This is an optimization exercise on Yosys and OpenROAD, whose aim is small area, not a production implementation.
Only simulation tests tie the RTL to the original design; equivalence was not proved.
Power and IR drop assume default switching activity.

## old
// rtc_mmio
module rtc_mmio #(
    parameter [31:0] BASE_ADDR      = 32'h8100_9000,
    parameter [31:0] CLK_FREQ       = 32'd100_000_000,       
    parameter [31:0] DEFAULT_YEAR   = 32'h2026_01_01,
    parameter [31:0] DEFAULT_TIME   = 32'h00__00__00,
    parameter [31:0] EXT_CLK_FREQ   = 32'd32768              
)(
    input  wire        clk,
    input  wire        ext_clk,                              
    input  wire        use_ext_clk,                          
    input  wire        resetn,
    input  wire        mem_valid,
    input  wire        mem_instr,
    output reg         mem_ready,
    input  wire [31:0] mem_addr,
    /*verilator lint_off UNUSEDSIGNAL*/
    input  wire [31:0] mem_wdata,
    /*verilator lint_on UNUSEDSIGNAL*/
    input  wire [3:0]  mem_wstrb,
    output reg  [31:0] mem_rdata,
    output reg         irq,
    input  wire        eoi
);
export LEC_CHECK = 0
export CAP_MARGIN = 20
export CORE_MARGIN = 2
export CORE_UTILIZATION = 60
export SLEW_MARGIN = 20
create_clock -name core_clock -period 12.0 [get_ports {clk}]
standard.sh (not shown) runs the stock make flow with config.mk's settings and CLKGATE_MAP_FILE= SYNTH_SCRIPT=/design/flow/synth_recipe.tcl, a recipe that flattens the netlist after the stock synthesis.
==> flow/flow/run.sh <==
#!/bin/bash
# Own layout flow: the standard ORFS flow (standard.sh, unchanged synthesis
# script synth_recipe.tcl) with three differences:
#  - ABC maps the combinational logic with an area-oriented script
#    (flow/abc_area.script) instead of ORFS's speed script;
#  - port buffers use sky130_fd_sc_hd__buf_1;
#  - CTS uses small clock buffers and inserts no dummy loads.
# Each tool's full output stays in orfs/logs/ (ORFS) and flow_make.log here.
set -euo pipefail
HERE=$(pwd)
rm -rf "$HERE/scripts_mod"
cp -r "$FLOW_HOME/scripts" "$HERE/scripts_mod"
cp "$HERE/flow/abc_area.script" "$HERE/scripts_mod/abc_speed.script"
cp "$HERE/flow/abc_area.script" "$HERE/scripts_mod/abc_area.script"
export BUFFER_PORTS_ARGS="-buffer_cell sky130_fd_sc_hd__buf_1"
export CTS_ARGS="-sink_clustering_enable -repair_clock_nets -dont_use_dummy_load -sink_clustering_size 15 -sink_clustering_max_diameter 60 -buf_list {sky130_fd_sc_hd__clkbuf_4 sky130_fd_sc_hd__clkbuf_8}"
bash standard.sh SCRIPTS_DIR="$HERE/scripts_mod" finish > "$HERE/flow_make.log" 2>&1
==> flow/flow/abc_area.script <==
strash
dc2
&get -n
&st
&syn2
&dch -f
&nf -R 1000
&st
&dch -f
&nf -R 1000
&put
topo
stime -c
> inputs changed (old -> new)
--- a/flow/design.v
+++ b/flow/design.v
@@ -181,24 +181,22 @@
     assign date_nx[31:28] = c_y2 ? dinc(y_hi[7:4]) : y_hi[7:4];
     wire        adv_d = adv & c_h;
     wire [31:0] cur_time_d = ({32{ld}} & time_reg) | ({32{adv}} & {cur_time[31:24], time_nx}) |
                              ({32{~ld & ~adv}} & cur_time);
     wire [31:0] cur_date_d = ({32{ld}} & date_reg) | ({32{adv_d}} & date_nx) |
                              ({32{~ld & ~adv_d}} & cur_date);
-    localparam [31:0] TIME_BITS = 32'hFF3F_7F7F;
-    localparam [31:0] DATE_BITS = 32'hFFFF_1F3F;
-    always @(posedge clk) begin
-        cur_date <= cur_date_d & DATE_BITS;
-        cur_time <= cur_time_d & TIME_BITS;
+    always @(posedge clk) begin
+        cur_date <= cur_date_d;
+        cur_time <= cur_time_d;
     end
     wire tick_now = ctrl_enable & tick_1hz & ~load_time;
     always @(posedge clk) begin
         ld  <= ~resetn | load_time;
         adv <= resetn & tick_now;
         alarm_match <= tick_now & ctrl_alarm_en &
-                       ((cur_date_d & DATE_BITS) == alarm_date_reg) & ((cur_time_d & TIME_BITS) == alarm_time_reg);
+                       (cur_date_d == alarm_date_reg) & (cur_time_d == alarm_time_reg);
     end
     wire irq_set = (adv & ~int_mask_reg[0]) |
                    (adv & c_s & ~int_mask_reg[1]) |
                    (adv & c_m & ~int_mask_reg[2]) |
                    (alarm_match & ~int_mask_reg[3]);
     always @(posedge clk) begin
### Flow results
Sort new and old by initial standard-cell utilization of the core desc -> top: old. | row count | lower: old |. Across both runs, total power was higher for new than for old. new and old ended up with nearly the same register share of the cell area. The worst setup margin in new sits 0.078 ns below the value recorded for old. Sort new and old by clock power desc -> top: new. As of new, final sequential cell count had risen by a few percent compared to old.

static timing again, ports no longer ideal:
In the flow no input, the clock included, has a driving cell. The finished layouts below were timed again as built, in two steps.
Step 1: set_driving_cell puts a clkbuf_16 on clk and a buf_2 on each other input, an assumption about the parent block.
Step 2 adds t to the input delays and takes it off the output delays; t is the mean of the earliest and latest rising clock arrival at the registers after step 1. Input paths then give back, and output paths get back, about the clock's delay inside the block.
a / b / c = no drivers / after step 1 / after step 2; a / b = the first two.
run | t (ns) | slack for setup (ns) | pins driven straight from the clock port
old | 0.621 | 2.700 / 2.722 / 2.101 | 1
new | 0.619 | 2.622 / 2.633 / 2.014 | 1
After both steps setup and hold are still met in every run listed. For new, which loses most, drivers alone change the setup slack by +0.011 ns; drivers and shift together by -0.608 ns.
